Context: an optimization exercise on an open-source flow, tuned for small area. The choices shown serve that exercise and are no tape-out recipe.
Only simulation tests tie the RTL to the original design; equivalence was not proved.

## fir_H
module fir_H(xIn,sample,clk,reset,yOut,mode);
input mode;
input sample, clk, reset;
input[15:0] xIn;
output reg[15:0] yOut;
	reg [495:0] ring;           
	reg [4:0] r;                
	reg [15:0] xb;              
	reg [4:0] ph;               
	reg [4:0] u;                
	reg [31:0] acc;
	wire start = sample & ~reset & (ph == 5'd0);
	wire busy = (ph != 5'd0);
	wire ins = busy & ((ph == r) | ((ph == 5'd31) & (r == 5'd0)));
	wire [15:0] fb = ins ? xb : ring[15:0];
	always @(posedge clk)
		ring <= {fb, ring[495:16]};
	always @(posedge clk)
		if (!busy) xb <= xIn;
	always @(posedge clk)
		if (reset) r <= 5'd0;
		else if (!(start | busy)) r <= (r == 5'd0) ? 5'd30 : r - 5'd1;
	wire [15:0] hn;
	wire [30:0] sel;
	genvar g;
	generate for (g = 0; g < 31; g = g + 1) begin : rd
		assign sel[g] = (r == g);
	end
	for (g = 0; g < 16; g = g + 1) begin : rb
		wire [30:0] d;
		genvar w;
		for (w = 0; w < 31; w = w + 1) begin : dw
			assign d[w] = ring[16*w + g];
		end
		rmux m(.d(d), .sel(sel), .yn(hn[g]));
	end endgenerate
	always @(posedge clk)
		if (reset) ph <= 5'd0;
		else if (start | busy) ph <= ph + 5'd1;
	always @(posedge clk)
		if (reset) u <= 5'd31;
		else if (ph == 5'd31 && u != 5'd0) u <= u - 5'd1;
  ...
Size: roughly 1900 cells after synthesis, about 36 I/O pins, roughly 23000 um2 of cells after synthesis.
export LEC_CHECK = 0
export CAP_MARGIN = 20
export CORE_MARGIN = 2
export CORE_UTILIZATION = 60
export SLEW_MARGIN = 20
export SYNTH_HIERARCHICAL = 1
create_clock -name core_clock -period 25.0 [get_ports {clk}]
standard.sh (not shown) runs the stock make flow with config.mk's settings and CLKGATE_MAP_FILE= SYNTH_SCRIPT=/design/flow/synth_recipe.tcl, a recipe that flattens the netlist after the stock synthesis.
==> flow/flow/run.sh <==
#!/bin/bash
# Layout flow: the standard ORFS flow (standard.sh) with two changes:
#  - before the resizer's repair_design, every cell is set to its smallest
#    drive strength (flow/downsize.tcl); repair_design sizes up what needs it;
#  - clock tree synthesis without dummy loads (CTS_ARGS).
# make's output goes to standard.log; ORFS keeps each step's log in orfs/logs.
set -euo pipefail
here=$(pwd)
export PRE_RESIZE_TCL=$here/flow/downsize.tcl
export REMOVE_ABC_BUFFERS=1
export BUFFER_PORTS_ARGS="-buffer_cell sky130_fd_sc_hd__buf_1"
export CTS_ARGS="-sink_clustering_enable -repair_clock_nets -dont_use_dummy_load -sink_clustering_size 28 -sink_clustering_max_diameter 100"
bash standard.sh > standard.log 2>&1
==> flow/flow/downsize.tcl <==
# Before the resizer's repair_design (PRE_RESIZE hook): give every cell the
# smallest drive strength of its function.  Synthesis sizes cells for speed
# that this design, with its long clock period, does not need; repair_design
# then upsizes or buffers wherever slew, capacitance or fanout need it.
# Buffers that timing-driven global placement inserted are removed first.
set pbufs {}
foreach inst [[ord::get_db_block] getInsts] {
  if { [string match "place*" [$inst getName]] && [[$inst getMaster] getName] != "" } {
    lappend pbufs [sta::find_instance [$inst getName]]
  }
}
if { [llength $pbufs] > 0 } {
  remove_buffers $pbufs
}
puts "downsize: removed [llength $pbufs] placement buffers"
set db [ord::get_db]
set block [ord::get_db_block]
set dont_use $::env(DONT_USE_CELLS)
set count 0
foreach inst [$block getInsts] {
  set m [$inst getMaster]
  set name [$m getName]
  if { ![regexp {^(sky130_fd_sc_hd__[a-z0-9]+)_([0-9]+)$} $name -> base drive] } { continue }
  if { [$inst isFixed] } { continue }
  set best $m
  foreach d {0 1 2 3 4 6 8 12 16} {
    set cname ${base}_$d
    if { [lsearch -exact $dont_use $cname] >= 0 } { continue }
    set c [$db findMaster $cname]
    if { $c == "NULL" || $c == "" } { continue }
    if { [$c getWidth] < [$best getWidth] } { set best $c }
  }
  if { $best != $m } {
    set p1 [lsort [lmap t [$m getMTerms] {$t getName}]]
    set p2 [lsort [lmap t [$best getMTerms] {$t getName}]]
    if { $p1 eq $p2 } {
      $inst swapMaster $best
      incr count
    }
  }
}
puts "downsize: $count instances set to their smallest drive strength"
The first run went through all stages and came out clean.
==> next run, changes <==
--- a/flow/flow/run.sh
+++ b/flow/flow/run.sh
@@ -10,4 +10,4 @@
 export REMOVE_ABC_BUFFERS=1
 export BUFFER_PORTS_ARGS="-buffer_cell sky130_fd_sc_hd__buf_1"
-export CTS_ARGS="-sink_clustering_enable -repair_clock_nets -dont_use_dummy_load -sink_clustering_size 28 -sink_clustering_max_diameter 100"
+export CTS_ARGS="-sink_clustering_enable -repair_clock_nets -dont_use_dummy_load -sink_clustering_size 30 -sink_clustering_max_diameter 90"
 bash standard.sh > standard.log 2>&1
--- a/flow/flow/downsize.tcl
+++ b/flow/flow/downsize.tcl
@@ -3,15 +3,4 @@
 # that this design, with its long clock period, does not need; repair_design
 # then upsizes or buffers wherever slew, capacitance or fanout need it.
-# Buffers that timing-driven global placement inserted are removed first.
-set pbufs {}
-foreach inst [[ord::get_db_block] getInsts] {
-  if { [string match "place*" [$inst getName]] && [[$inst getMaster] getName] != "" } {
-    lappend pbufs [sta::find_instance [$inst getName]]
-  }
-}
-if { [llength $pbufs] > 0 } {
-  remove_buffers $pbufs
-}
-puts "downsize: removed [llength $pbufs] placement buffers"
 set db [ord::get_db]
 set block [ord::get_db_block]
Result: The new run passed the timing, design-rule and antenna checks; wire length shrinks by 0.83%; design area shrinks by 1.9%; hold slack gets better by 0.0053 ns; utilization goes down by 1.1 points; sequential share of layout area rose by 0.93 points; register-to-register slack gains 0.04 ns; clock-buffer cell count stays the same; global-route usage shrinks by 0.26 points.
==> next run, changes <==
--- a/flow/flow/run.sh
+++ b/flow/flow/run.sh
@@ -10,4 +10,4 @@
 export REMOVE_ABC_BUFFERS=1
 export BUFFER_PORTS_ARGS="-buffer_cell sky130_fd_sc_hd__buf_1"
-export CTS_ARGS="-sink_clustering_enable -repair_clock_nets -dont_use_dummy_load -sink_clustering_size 30 -sink_clustering_max_diameter 90"
+export CTS_ARGS="-sink_clustering_enable -repair_clock_nets -dont_use_dummy_load -sink_clustering_size 28 -sink_clustering_max_diameter 100"
 bash standard.sh > standard.log 2>&1
- CORE_UTILIZATION: 60 -> 50
Result: Final area went up by 0.45%. Sequential share of layout area is lower by 0.22 points. Area after synthesis does not change. Critical path depth climbs by 1. Global-route usage decreases by 3.7 points.
==> next run, changes <==
- CORE_UTILIZATION: 50 -> 60
- GPL_TIMING_DRIVEN: unset -> 0
=> The changed run completed without violations. Register-to-register slack improved by 0.25 ns. Worst setup slack is better by 0.062 ns. Cell area goes up by 2.6%. Die area goes down by 16%. Maximum frequency rose by 0.32%. Final cell count came out lower by 3.9%. Count of clock-buffer cells in the layout fell by 1.
==> next run, changes <==
--- a/flow/flow/run.sh
+++ b/flow/flow/run.sh
@@ -10,4 +10,4 @@
 export REMOVE_ABC_BUFFERS=1
 export BUFFER_PORTS_ARGS="-buffer_cell sky130_fd_sc_hd__buf_1"
-export CTS_ARGS="-sink_clustering_enable -repair_clock_nets -dont_use_dummy_load -sink_clustering_size 28 -sink_clustering_max_diameter 100"
+export CTS_ARGS="-sink_clustering_enable -repair_clock_nets -dont_use_dummy_load -sink_clustering_size 32 -sink_clustering_max_diameter 100"
 bash standard.sh > standard.log 2>&1
- GPL_TIMING_DRIVEN: 0 -> unset
Outcome: Wire length decreases by 0.37%; sequential share of layout area increases by 1.7 points; hold slack degrades by 0.018 ns; worst setup slack improves by 0.031 ns; critical path depth does not change; design area decreases by 3.3%; sequential cell count does not change; cell count is about the same; first-iteration DRC count increases by 12%; area after synthesis stays the same.

==> afterwards: timing with drivers on the ports <==
No port has a modelled driver above. Below, the same layouts with a new extraction and two added sets of constraints.
Step 1: set_driving_cell puts a clkbuf_16 on clk and a buf_2 on each other input, an assumption about the parent block.
Step 2 adds t to the input delays and takes it off the output delays; t is the mean of the earliest and latest rising clock arrival at the registers after step 1. Input paths then give back, and output paths get back, about the clock's delay inside the block.
Slacks: ideal ports / drivers / drivers and shift; pairs: ideal ports / drivers.
run	t, ns	setup slack, ns	hold WS [ns]	clock arrival spread, ns	slew at the worst register clock pin (ns)
the first run	0.620	5.915 / 5.843 / 5.223	0.292 / 0.292 / 0.292	0.091 / 0.090	0.10 / 0.10
the second run	0.615	5.605 / 5.632 / 5.018	0.297 / 0.297 / 0.297	0.098 / 0.099	0.11 / 0.11
the third run	0.630	5.509 / 5.545 / 4.915	0.316 / 0.316 / 0.316	0.094 / 0.094	0.11 / 0.11
the fourth run	0.611	5.572 / 5.605 / 4.994	0.318 / 0.318 / 0.318	0.042 / 0.042	0.11 / 0.11
the fifth run	0.604	5.603 / 5.629 / 5.026	0.300 / 0.300 / 0.300	0.091 / 0.091	0.12 / 0.12
After both steps every run listed still meets setup and hold. The setup slack of the first run, which loses most, moves by -0.072 ns with the drivers and by -0.692 ns with both steps.
